This design comes from an exercise in tuning for a short achievable clock period and few clock cycles per item on the open sky130 flow, not from production work. RTL that was checked went through simulation tests only; none was proved equivalent to the original. For run 2, only the layout was checked, not whether the RTL still works. Power figures rest on the tool's default switching activity, not on a simulated workload.

File: design/flow/run.sh
#!/bin/bash
# synth_recipe.tcl (not shown) runs the flow's synth.tcl, then flattens the netlist and writes it again
# the make line also repeats each setting of config.mk as NAME=value (left out here)
make -C /OpenROAD-flow-scripts/flow DESIGN_CONFIG=/design/flow/config.mk WORK_HOME=/design/flow/orfs CLKGATE_MAP_FILE= SYNTH_SCRIPT=/design/flow/synth_recipe.tcl finish
File: design/flow/config.mk
export PLATFORM = sky130hd
export DESIGN_NAME = divider
export DESIGN_NICKNAME = divider
export VERILOG_FILES = /design/flow/design.v
export SDC_FILE = /design/flow/constraint.sdc
export NUM_CORES = 4
export LEC_CHECK = 0
export CAP_MARGIN = 20
export CORE_MARGIN = 2
export CORE_UTILIZATION = 40
export PLACE_DENSITY = 0.6
export SETUP_SLACK_MARGIN = 0.3
export SLEW_MARGIN = 20
File: design/flow/constraint.sdc
create_clock -name core_clock -period 6.0 [get_ports {clk}]
set_input_delay 1.2000 -clock core_clock [delete_from_list [all_inputs] [get_ports {clk}]]
set_output_delay 1.2000 -clock core_clock [all_outputs]
set_load 0.01 [all_outputs]
File: design/flow/design.v
module divider (
    input  wire        clk,
    input  wire        rst,
    input  wire        d_in_valid,
    input  wire        d_in_flush,
    input  wire [63:0] d_in_dividend,
    input  wire [63:0] d_in_divisor,
    input  wire        d_in_is_signed,
    input  wire        d_in_is_32bit,
    input  wire        d_in_is_extended,
    input  wire        d_in_is_modulus,
    input  wire        d_in_neg_result,
    output reg         d_out_valid,
    output reg  [63:0] d_out_write_reg_data,
    output reg         d_out_overflow
);
    localparam M    = 3;                  
    localparam NM   = (1 << M) - 1;       
    localparam ND   = (64 + M - 1) / M;   
    localparam LW   = M * ND;             
    localparam CW   = 5;                  
    reg           busy;
    reg           ld;                     
    reg           fix;                    
    reg  [CW-1:0] cnt;                    
    reg  [ND:0]   nsel;                   
    reg  [63:0]   dva;                    
    reg  [63:0]   dvs;                    
    reg           ext;
    reg  [63:0]   rem;                    
    reg  [LW-1:0] low;                    
    reg  [63:0]   remm1;                  
    reg           rz;                     
    reg  [63:0]   quot;
    reg  [63:0]   quotm1;                 
    reg           qz;                     
    reg  [M+63:0] mult [1:NM];            
    reg           neg_result;
    reg           is_modulus;
    reg           is_32bit;
    reg           is_signed;
    reg           ovf;                    
    integer       j;
    reg  [127:0]  dvd;                    
    reg  [ND+1:0] more;                   
    reg  [ND:0]   nsel_in;
    reg  [CW-1:0] n_in;
    reg           ovf_in;
    reg  [64:0]   am1;
    always @(*) begin
        if (d_in_is_extended)
            dvd = {d_in_dividend, 64'd0};
        else
            dvd = {64'd0, d_in_dividend};
        more[0] = 1'b1;
        more[ND+1] = 1'b0;
        for (j = 1; j <= ND; j = j + 1)
            more[j] = ((dvd >> (M*(j-1))) >= {64'd0, d_in_divisor});
        n_in = {CW{1'b0}};
        for (j = 0; j <= ND; j = j + 1) begin
            nsel_in[j] = more[j] & ~more[j+1];
            n_in = n_in | ({CW{nsel_in[j]}} & j);
        end
        ovf_in = (d_in_divisor == 64'd0) ||
                 (d_in_is_extended && (d_in_dividend >= d_in_divisor)) ||
                 (d_in_is_32bit && !d_in_is_extended && (d_in_divisor[63:32] == 32'd0) &&
                  (d_in_dividend[63:32] >= d_in_divisor[31:0]));
        am1 = {1'b0, dvd[63:0]} - 65'd1;
    end
    integer       k;
    reg  [2*LW+63:0] wide;
    reg  [LW+63:0] w0;
    always @(*) begin
        if (ext)
            wide = {{(2*LW+64-128-LW){1'b0}}, dva, 64'd0, {LW{1'b0}}};
        else
            wide = {{(2*LW+64-128-LW){1'b0}}, 64'd0, dva, {LW{1'b0}}};
        w0 = {(LW+64){1'b0}};
        for (k = 0; k <= ND; k = k + 1)
            w0 = w0 | ({(LW+64){nsel[k]}} & wide[LW+63+M*k -: LW+64]);
    end
    reg  [M+63:0] b1, b3, b5, b7, b9, b11, b13, b15;
    always @(*) begin
        b1  = {{M{1'b0}}, dvs};
        b3  = (b1 << 1) + b1;
        b5  = (b1 << 2) + b1;
        b7  = (b1 << 3) - b1;
        b9  = (b1 << 3) + b1;
        b11 = (b1 << 3) + (b1 << 1) + b1;
        b13 = (b1 << 3) + (b1 << 2) + b1;
        b15 = (b1 << 4) - b1;
    end
    function ge_tree;
        input [M+63:0] a;
        input [M+63:0] b;
        reg   [127:0]  g, p;
        integer        lv, e, w;
        begin
            g = 128'd0;
            p = 128'd0;
            for (e = 0; e < M + 64; e = e + 1) begin
                g[e] = a[e] & ~b[e];
                p[e] = a[e] | ~b[e];
            end
            g[0] = p[0];
            w = M + 64;
            for (lv = 0; lv < 7; lv = lv + 1) begin
                for (e = 0; e < 64; e = e + 1) begin
                    if (2*e + 1 < w) begin
                        g[e] = g[2*e+1] | (p[2*e+1] & g[2*e]);
                        p[e] = p[2*e+1] & p[2*e];
                    end else if (2*e < w) begin
                        g[e] = g[2*e];
                        p[e] = p[2*e];
                    end
                end
                w = (w + 1) / 2;
            end
            ge_tree = g[0];
        end
    endfunction
    integer       i;
    reg  [M+63:0] x;
    reg  [M+64:0] t;
    reg  [63:0]   diff [0:NM];
    reg  [NM+1:0] ge;
    reg  [NM:0]   hot;
    reg  [63:0]   rem_nx;
    reg  [63:0]   lvl [0:NM];
    reg  [NM:1]   gv;
    reg  [M-1:0]  dig, digm1;
    always @(*) begin
        x = {rem, low[LW-1:LW-M]};
        diff[0] = x[63:0];
        ge[0] = 1'b1;
        ge[NM+1] = 1'b0;
        for (i = 1; i <= NM; i = i + 1) begin
            t = {1'b0, x} - {1'b0, mult[i]};
            ge[i]   = ge_tree(x, mult[i]);
            diff[i] = t[63:0];
        end
        for (i = 0; i <= NM; i = i + 1)
            hot[i] = ge[i] & ~ge[i+1];
        if (d_in_valid)
            lvl[0] = dvd[63:0];
        else if (ld)
            lvl[0] = w0[LW+63:LW];
        else
            lvl[0] = x[63:0];
        for (i = 1; i <= NM; i = i + 1)
            lvl[i] = diff[i];
        for (i = 1; i <= NM; i = i + 1)
            gv[i] = ge[i] & ~d_in_valid & ~ld;
        for (i = 0; i + 1 <= NM; i = i + 2)
            lvl[i] = gv[i+1] ? lvl[i+1] : lvl[i];
        for (i = 0; i + 2 <= NM; i = i + 4)
            lvl[i] = gv[i+2] ? lvl[i+2] : lvl[i];
        for (i = 0; i + 4 <= NM; i = i + 8)
            lvl[i] = gv[i+4] ? lvl[i+4] : lvl[i];
        for (i = 0; i + 8 <= NM; i = i + 16)
            lvl[i] = gv[i+8] ? lvl[i+8] : lvl[i];
        for (i = 0; i + 16 <= NM; i = i + 32)
            lvl[i] = gv[i+16] ? lvl[i+16] : lvl[i];
        rem_nx = lvl[0];
        dig = {M{1'b0}};
        digm1 = {M{1'b0}};
        for (i = 0; i <= NM; i = i + 1) begin
            dig = dig | ({M{hot[i]}} & i);
            if (i > 0)
                digm1 = digm1 | ({M{hot[i]}} & (i - 1));
        end
    end
    always @(posedge clk) begin
        if (rst || d_in_flush) begin
            busy <= 1'b0;
            ld   <= 1'b0;
            fix  <= 1'b0;
            cnt  <= {CW{1'b0}};
        end else if (d_in_valid) begin
            busy <= 1'b1;
            if (ovf_in || nsel_in[0]) begin
                ld  <= 1'b0;
                fix <= 1'b0;
                cnt <= {CW{1'b0}};
            end else begin
                ld  <= 1'b1;
                fix <= d_in_is_modulus & d_in_neg_result;
                cnt <= n_in;
            end
        end else if (busy) begin
            if (ld)
                ld <= 1'b0;
            else if (cnt != {CW{1'b0}})
                cnt <= cnt - 1'b1;
            else if (fix)
                fix <= 1'b0;
            else
                busy <= 1'b0;
        end
    end
    always @(posedge clk) begin
        if (d_in_valid) begin
            dva   <= d_in_dividend;
            ext   <= d_in_is_extended;
            nsel  <= nsel_in;
            remm1 <= am1[63:0];
            rz    <= am1[64];
            quot   <= 64'd0;
            quotm1 <= {64{1'b1}};
            qz     <= 1'b1;
            dvs   <= d_in_divisor;
            neg_result <= d_in_neg_result;
            is_modulus <= d_in_is_modulus;
            is_32bit   <= d_in_is_32bit;
            is_signed  <= d_in_is_signed;
            ovf        <= ovf_in;
        end else if (ld) begin
            low <= w0[LW-1:0];
            for (j = 1; j <= NM; j = j + 1)
                case (j)
                    1: mult[j] <= b1;
                    2: mult[j] <= b1 << 1;
                    3: mult[j] <= b3;
                    4: mult[j] <= b1 << 2;
                    5: mult[j] <= b5;
                    6: mult[j] <= b3 << 1;
                    7: mult[j] <= b7;
                    8: mult[j] <= b1 << 3;
                    9: mult[j] <= b9;
                    10: mult[j] <= b5 << 1;
                    11: mult[j] <= b11;
                    12: mult[j] <= b3 << 2;
                    13: mult[j] <= b13;
                    14: mult[j] <= b7 << 1;
                    default: mult[j] <= b15;
                endcase
        end else begin
            if (cnt != {CW{1'b0}}) begin
                low  <= low << M;
                quot <= {quot[63-M:0], dig};
                if (dig != {M{1'b0}})
                    quotm1 <= {quot[63-M:0], digm1};
                else
                    quotm1 <= {quotm1[63-M:0], {M{1'b1}}};
                qz   <= qz & (dig == {M{1'b0}});
            end
            {rz, remm1} <= {1'b0, rem} - 65'd1;
        end
    end
    always @(posedge clk)
        if (d_in_valid || ld || (cnt != {CW{1'b0}}))
            rem <= rem_nx;
    reg  [63:0]   r, rm;
    reg           z;
    reg  [64:0]   s;
    reg           did_ovf;
    always @(*) begin
        if (is_modulus) begin
            r  = rem;
            rm = remm1;
            z  = rz;
        end else begin
            r  = quot;
            rm = quotm1;
            z  = qz;
        end
        if (neg_result)
            s = {~z, ~rm};
        else
            s = {1'b0, r};
        if (ovf)
            did_ovf = 1'b1;
        else if (!is_32bit)
            did_ovf = is_signed & (s[64] ^ s[63]);
        else
            did_ovf = is_signed & (s[32] ^ s[31]);
        d_out_valid    = busy && !ld && !fix && (cnt == {CW{1'b0}});
        d_out_overflow = did_ovf;
        if (did_ovf)
            d_out_write_reg_data = 64'd0;
        else if (is_32bit && !is_modulus)
            d_out_write_reg_data = {32'h00000000, s[31:0]};
        else
            d_out_write_reg_data = s[63:0];
    end
endmodule
==> results of run 1 <==
final cells by class:
class,count,area [um2],area share
timing repair buffer,1490,13310,0.09166
clock inverter,61,710.7,0.004896
sequential,748,21090,0.1453
tap,4160,5205,0.03586
clock buffer,122,2753,0.01896
antenna,29,72.57,0.0005000
multi-input combinational,13250,99000,0.6820
inverter,799,3014,0.02077
worst reg2reg max path: stages, from the launching register on:
cell       delay (ps)
edfxtp_1          400
inv_1             600
buf_4             340
ha_1              320
a21oi_1           160
nor2b_1            80
nor3_1            310
o31ai_1           150
buf_4             190
nor3_1            450
nor3_1            140
nor3_1            520
or4_1             300
o2111ai_1         150
a31oi_1           340
xor2_1            150
a2111oi_1         620
a31o_2            240
a311o_1           170
path summary, 6_finish.rpt:
check | start | slack (ps) | cells after the start | to
worst min-delay path | qz | 450 | 2 | qz
worst max register to register | rem[0] | 270 | 18 | rem[59]
worst min register to register | qz | 450 | 2 | qz
worst max-delay path | rem[0] | 270 | 18 | rem[59]
power breakdown:
| part | switching (uW) | leakage [uW] | internal (uW) | total (uW) |
|---|---|---|---|---|
| clock network | 2830 | 0.00169 | 3770 | 6600 |
| logic | 23200 | 0.0588 | 12900 | 36100 |
| registers | 723 | 0.00697 | 6600 | 7320 |
| total | 26800 | 0.0675 | 23200 | 50000 |
metal layers:
layer	track usage	vias to the layer above	share of wire	wire (um)
li1	-	61320	-	-
met1	0.5089	65750	0.39	259200
met2	0.5569	9361	0.39	257800
met3	0.1264	2365	0.13	84100
met4	0.2622	48	0.084	55200
met5	0.002827	-	0.00080	525
what timing repair did:
item	in CTS	in global routing
setup buffers	1	9
setup endpoints to repair	38	138
endpoints found under the hold margin	0	0
pin swaps	0	3
resized for setup	2	19
sequential cells by signal, indices dropped and copies added, names as in the netlist, 5 cells and up:
name    cells
cnt         5
dva        64
low        66
remm1      64
quotm1     64
dvs        64
nsel       23
rem        64
quot       64
mult      259
logic make-up (layout without fill, tap and decap cells):
logic type | after synthesis | count (layout) | synth area share
other | 0 | 29 | 0
xor gates and xnor gates | 652 | 652 | 0.04534
buffers and inverters | 1693 | 2472 | 0.05062
and+or+nand+nor | 4178 | 4178 | 0.1667
adders and majority gates | 2580 | 2580 | 0.2566
DFF | 748 | 748 | 0.1674
AOI/OAI and AO/OA | 5751 | 5751 | 0.3061
muxes | 90 | 90 | 0.007202
metrics by stage:
stage	setup TNS (ps)	area (um2)
3_3_place_gp	-2030	141300
5_1_grt	0	145100
2_1_floorplan	-89850	126200
6_report	0	145200
3_5_place_dp	-1576	141400
4_1_cts	0	144900
Yosys cell counts (all sizes together) (285+ instances only):
cell	count
ha	2570
nand3	313
a22oi	467
a221oi	285
nand4	520
edfxtp	611
nand2	879
clkbuf	756
nor2b	380
a21o	908
xnor2	428
a21oi	1524
inv	799
nor2	1079
o21ai	840
==> results.toml, run 1 <==
[yosys]
ys_types = 103
synthesis.area_um2 = 126000
synth_cells = 15690
synthArstFlopShare = 0
netlist_top_cells_area = "ha_1 26%, edfxtp_1 15%, a21oi_1 6.1%"
synth-edff-count = 611
yosys_warnings = 4
yosys.area.top_type = "ha_1"
ys_seq_area_frac = 0.1674
synth_top_area_share = 0.2553
synth_fp_nets = 18410
synth_top_flop_cell = "edfxtp_1"
synth_area_per_cell_um2 = 8.027
ys_seq_elements = 748

[worst_setup_path]
critPathBufInv = 3
cp_max_fo = 7
cp_slowest_cell = "a2111oi_1"
critPathTopFamily = "compound AO/OA/AOI/OAI gates"
cpPeakStageDelay_ps = 620
crit_path_end_kind = "flip-flop"
critPathLaunchType = "flip-flop"
worstPathCellList = "inv_1, buf_4, ha_1, a21oi_1, nor2b_1, nor3_1, o31ai_1, buf_4, nor3_1, nor3_1, nor3_1, or4_1, o2111ai_1, a31oi_1, xor2_1, a2111oi_1, a31o_2, a311o_1"
worstSetupPathType = "reg2reg"
required_ps = 6720
cp.arrival_ps = 6450
crit_path_frequent_cell = "nor3_1"

[cells_and_area]
synthToLayoutAreaGrowth_pct = 15.24
final_cell_count_no_fill = 20660
drive_above_1_share = 0.09939
layout_commonest_cell = "ha_1"
nFillCells = 31340
final_util = 0.4620
final_cell_mix = "2569 x ha_1, 1521 x a21oi_1, 1158 x buf_4"
final_net_count = 19110

[power_and_ir_drop]
leakage_uw = 0.06750
ir_worst_vdd_v = 0.0002600
total_power_uw = 50000
p_per_area_nw_per_um2 = 344.5

[sta]
fmax_mhz = 174.6
finalHoldViolations = 0
post-route-period-util = 0.9546
hold_slack_ps = 445.9
relSlewSlack = 0.1243
slew_violations = 0
setup_viol = 0
rsz0062_at_grt = "true"
worst_pin_slew_ps = 1313
setup_slack_ps = 272.1
fin_crit_ps = 5728
fin_worst_skew_ps = 137.4

[clock_tree]
cts_buffers = 101
ctsHoldBuffers = 0
cts_tree = "built"
cts_buffer_depth = 4
clock_latency_ps = 940
root_buffer = "clkbuf_16"
clkSinkCount = 748
clk_pin_slew_worst_paths_ps = 70
htree_levels = 3

[global_routing]
grt_first_pass_wirelength_um = 927500
overflow = 0
grt_start_max_net_pins = 149
grt_util_all_layers = 0.3943
antenna_found_initial = 56
grt_pass1_vias = 126800

[drt]
route.detailed.drc = 0
drtIter0Drc = 21680
vias = 138800
wl_um = 656800
wl_per_cell_um = 31.79
first_pass_iters = 15
antenna_left = 0
viasPerCell = 6.720

[die]
coreArea_um2 = 314200
start_util = 0.4009
fp.dieH_um = 565.2
die_x_um = 565.2
dieArea_um2 = 319400
ios = 203
fp-row-count = 206

[placement]
place_inst = 20440
place_congestion = 1.119
dpl_worst_slack_ps = -406.8
portBuffers = 202
dp_hpwl_um = 509100

[hold_path]
hp-class = "reg2reg"

[status]
outcome = "complete, no violations"

[flow_run]
cap_violations = 0
Testbench counts, summed over its fixed seeds: cycles 15,197, ops 3,200.
==> run 2, diff against run 1 <==
==> design/flow/design.v (replaced) <==
module divider (
    input  wire        clk,
    input  wire        rst,
    input  wire        d_in_valid,
    input  wire        d_in_flush,
    input  wire [63:0] d_in_dividend,
    input  wire [63:0] d_in_divisor,
    input  wire        d_in_is_signed,
    input  wire        d_in_is_32bit,
    input  wire        d_in_is_extended,
    input  wire        d_in_is_modulus,
    input  wire        d_in_neg_result,
    output reg         d_out_valid,
    output reg  [63:0] d_out_write_reg_data,
    output reg         d_out_overflow
);
    reg  [128:0] dend;
    reg  [63:0]  div;
    reg  [63:0]  quot;
    reg  [63:0]  result;
    reg  [64:0]  sresult;
    reg  [63:0]  oresult;
    reg          running;
    reg  [6:0]   count;
    reg          neg_result;
    reg          is_modulus;
    reg          is_32bit;
    reg          extended;
    reg          is_signed;
    reg          overflow;
    reg          ovf32;
    reg          did_ovf;
    always @(posedge clk) begin
        if (rst || d_in_flush) begin
            dend     <= 129'd0;
            div      <= 64'd0;
            quot     <= 64'd0;
            running  <= 1'b0;
            count    <= 7'b0000000;
            is_32bit <= 1'b0;
            overflow <= 1'b0;
        end else if (d_in_valid) begin
            if (d_in_is_extended)
                dend <= {1'b0, d_in_dividend, 64'h0000000000000000};
            else
                dend <= {1'b0, 64'h0000000000000000, d_in_dividend};
            div        <= d_in_divisor;
            quot       <= 64'd0;
            neg_result <= d_in_neg_result;
            is_modulus <= d_in_is_modulus;
            extended   <= d_in_is_extended;
            is_32bit   <= d_in_is_32bit;
            is_signed  <= d_in_is_signed;
            count      <= 7'b1111111;
            running    <= 1'b1;
            overflow   <= 1'b0;
            ovf32      <= 1'b0;
        end else if (running) begin
            if (count == 7'b0111111)
                running <= 1'b0;
            overflow <= quot[63];
            if (dend[128] || (dend[127:64] >= div)) begin
                ovf32 <= ovf32 | quot[31];
                dend  <= {dend[127:64] - div, dend[63:0], 1'b0};
                quot  <= {quot[62:0], 1'b1};
                count <= count + 7'd1;
            end else if ((dend[128:57] == 72'd0) && (count[6:3] != 4'b0111)) begin
                ovf32 <= ovf32 | (|quot[31:24]);
                dend  <= {dend[120:0], 8'h00};
                quot  <= {quot[55:0], 8'h00};
                count <= count + 7'd8;
            end else begin
                ovf32 <= ovf32 | quot[31];
                dend  <= {dend[127:0], 1'b0};
                quot  <= {quot[62:0], 1'b0};
                count <= count + 7'd1;
            end
        end else begin
            count <= 7'b0000000;
        end
    end
    always @(*) begin
        if (is_modulus)
            result = dend[128:65];
        else
            result = quot;
        if (neg_result)
            sresult = -{1'b0, result};
        else
            sresult = {1'b0, result};
        did_ovf = 1'b0;
        if (!is_32bit)
            did_ovf = overflow | (is_signed & (sresult[64] ^ sresult[63]));
        else if (is_signed) begin
            if (ovf32 || (sresult[32] != sresult[31]))
                did_ovf = 1'b1;
        end else
            did_ovf = ovf32;
        if (did_ovf)
            oresult = 64'd0;
        else if (is_32bit && !is_modulus)
            oresult = {32'h00000000, sresult[31:0]};
        else
            oresult = sresult[63:0];
    end
    always @(posedge clk) begin
        d_out_valid          <= 1'b0;
        d_out_write_reg_data <= oresult;
        d_out_overflow       <= did_ovf;
        if (count == 7'b1000000)
            d_out_valid <= 1'b1;
    end
endmodule
--- a/design/flow/config.mk
+++ b/design/flow/config.mk
@@ -10,4 +10,3 @@
 export CORE_UTILIZATION = 40
 export PLACE_DENSITY = 0.6
-export SETUP_SLACK_MARGIN = 0.3
 export SLEW_MARGIN = 20
==> results.toml, run 2 <==
[status]
outcome = "complete, no violations"

[power_and_ir_drop]
p_switching_uw = 1951
clkPwrFrac = 0.412
ir_worst_vdd_v = 0.0001815
seq_power_share = 0.366
p_per_area_nw_per_um2 = 274.3
p_sw_frac = 0.2970
total_power_uw = 6570
leakage_uw = 0.009054
p_comb_frac = 0.222
p_int_uw = 4618

[die]
ios = 203
die_x_um = 227.6
dieArea_um2 = 51810
coreArea_um2 = 49150
start_util = 0.4069
fp.dieH_um = 227.6
fp-row-count = 81

[yosys]
yosysMostFrequentCell = "dfxtp_1"
synthesis.area_um2 = 20000
ys_seq_elements = 337
synth_xor_area_frac = 0.05255
netlist_top_cells_area = "dfxtp_1 33%, mux2i_1 14%, nor2_1 4.7%"
yosys.area_share.simple = 0.1402
synthArstFlopShare = 0
synth-edff-count = 4
ys_seq_area_frac = 0.3393
synth_common_cells = "333 x dfxtp_1, 270 x mux2i_1, 251 x nor2_1, 186 x a21oi_1, 144 x clkbuf_1"
yosys.area.top_type = "dfxtp_1"
synth_top_flop_cell = "dfxtp_1"
ys_types = 87
synth_cells = 2390
synth-adder-area-share = 0.04354
synth_area_per_cell_um2 = 8.368
synth_top_area_share = 0.3333
synth_fp_nets = 2596
yosys_warnings = 1
synth.area.mux_share = 0.1426
synth-compound-area-share = 0.2320
synth_top_family_by_area = "compound AO/OA/AOI/OAI gates"

[worst_setup_path]
cp.arrival_ps = 4990
worstPathCellList = "buf_4, mux2i_1, o2111a_1, o21ai_0, or4b_4, or2_1, nor4b_1, a221o_1, a211oi_2, a21oi_2, buf_4, nor2_1"
crit_path_frequent_cell = "buf_4"
worstSetupPathType = "reg2reg"
cpPeakStageDelay_ps = 720
critPathLaunchType = "flip-flop"
crit_path_end_kind = "flip-flop"
cp_slowest_cell = "mux2i_1"
cp_max_fo = 33
required_ps = 6490

[sta]
fin_crit_ps = 4502
rsz0062_at_grt = "false"
worst_pin_slew_ps = 1119
setup_viol = 0
fin_worst_skew_ps = 24.23
finalHoldViolations = 0
fmax_mhz = 222.1
relSlewSlack = 0.2529
tns_ps = 0
slew_violations = 0
post-route-period-util = 0.7503

[clock_tree]
cts_buffers = 40
clkSinkCount = 337
cts-resized-gates = 0
root_buffer = "clkbuf_16"
clock_latency_ps = 580
clk_pin_slew_worst_paths_ps = 60
cts_tree = "built"
cts_setup_buffers = 0
ctsHoldBuffers = 0
cts_buffer_depth = 3
htree_levels = 2

[cells_and_area]
final_cell_count_no_fill = 3188
final_cell_mix = "332 x dfxtp_1, 270 x mux2i_1, 247 x nor2_1"
layout_commonest_cell = "dfxtp_1"
nFillCells = 4706
drive_above_1_share = 0.05507
fin_area_um2 = 23950
synthToLayoutAreaGrowth_pct = 19.76
max_flop_register = "dend"
n_antenna_cell = 0
final_net_count = 2698
largest_reg_flops = 129

[placement]
place_inst = 3112
place_congestion = 0.9773
dp_hpwl_um = 52500
placed_cell_area_um2 = 22450
portBuffers = 202

[global_routing]
overflow = 0
grt_start_max_net_pins = 99
grt_pass1_vias = 17720
grt_first_pass_wirelength_um = 106800
antenna_found_initial = 0
grt_util_all_layers = 0.2683

[drt]
first_pass_iters = 6
wl_per_cell_um = 22.22
drtIter0Drc = 1704
wl_um = 70850
viasPerCell = 5.926
route.detailed.drc = 0
antenna_left = 0
vias = 18890

[flow_run]
cap_violations = 0

[hold_path]
hp-class = "reg2reg"
run 2: cell families after synthesis:
family                     count (synthesis)
AOI/OAI and AO/OA                        737
xor gates and xnor gates                 120
adders and majority gates                 69
buffers and inverters                    256
DFF                                      337
muxes                                    283
and+or+nand+nor                          588
run 2: area by class of cell:
class | count | area [um2] | share of cell area
clock buffers | 53 | 1151 | 0.04806
clock inverters | 21 | 310.3 | 0.01296
inverters | 86 | 322.8 | 0.01348
multi-input cells | 1797 | 12270 | 0.5121
flip-flops and latches | 337 | 6790 | 0.2835
well taps | 664 | 830.8 | 0.03469
repair buffers | 230 | 2280 | 0.09518
run 2: metrics by stage:
| stage | hold slack, ps | utilization | setup WS, ps |
|---|---|---|---|
| 2_1_floorplan | 460.4 | - | 388.0 |
| 3_3_place_gp | 476.8 | 0.4567 | 1562 |
| 3_5_place_dp | 484.7 | 0.4567 | 1593 |
| 4_1_cts | 498.8 | 0.4865 | 1567 |
| 5_1_grt | 521.7 | 0.4873 | 1250 |
| 6_report | 494.3 | 0.4873 | 1498 |
run 2: worst paths after layout:
kind                                   end  cells past startpoint  slack [ps]        from
setup / recovery  d_out_write_reg_data[25]                     12        1500  is_modulus
hold / removal                     div[11]                      2         490     div[11]
setup reg to reg  d_out_write_reg_data[25]                     12        1500  is_modulus
hold reg to reg                    div[11]                      2         490     div[11]
run 2: worst max-delay path, delay by kind of cell, from the launching register on:
kind	cells	cell delay (ps)
AOI/OAI and AO/OA	5	1220
DFF	1	480
buffers and inverters	2	670
and+or+nand+nor	4	1300
muxes	1	720
run 2: metal layers:
layer / track usage / part of all wire
met1: 0.3870 / 0.46
met2: 0.4115 / 0.44
met3: 0.03831 / 0.073
met4: 0.08518 / 0.029
met5: 0 / 0
run 2: power by group through the flow:
stage / registers, uW / clock network [uW] / logic (uW)
floorplan: 2440 / 0 / 949
global placement: 2450 / 0 / 1440
detailed placement: 2450 / 0 / 1440
CTS: 2400 / 2750 / 1450
global route: 2410 / 2830 / 1570
finish: 2410 / 2700 / 1460

## static timing again, ports no longer ideal
In the flow no input, the clock included, has a driving cell. The finished layouts below were timed again as built, in two steps.
Step 1 sets driving cells, clkbuf_16 on the clock port and buf_2 on the other inputs (assumed; they add their load-dependent delay and slew).
Step 2 times the ports against the registers' clock, not the clock port: input delays grow and output delays shrink by t, the midpoint of the rising clock arrivals with the driver on.
a / b / c = ideal / step 1 / step 2; a / b = the first two.
| run | t, ns | setup slack, ns | hold slack, ns | worst setup path at the end | pins driven straight from the clock port |
|---|---|---|---|---|---|
| run 1 | 0.980 | 0.272 / 0.272 / -0.543 | 0.446 / 0.446 / 0.446 | input to register | 1 |
| run 2 | 0.629 | 1.498 / 1.498 / 1.498 | 0.494 / 0.494 / 0.494 | register to register | 1 |
With both steps, setup timing fails in run 1, where it was met with ideal ports. The setup slack of run 1, which loses most, moves by 0.000 ns with the drivers and by -0.815 ns with both steps.
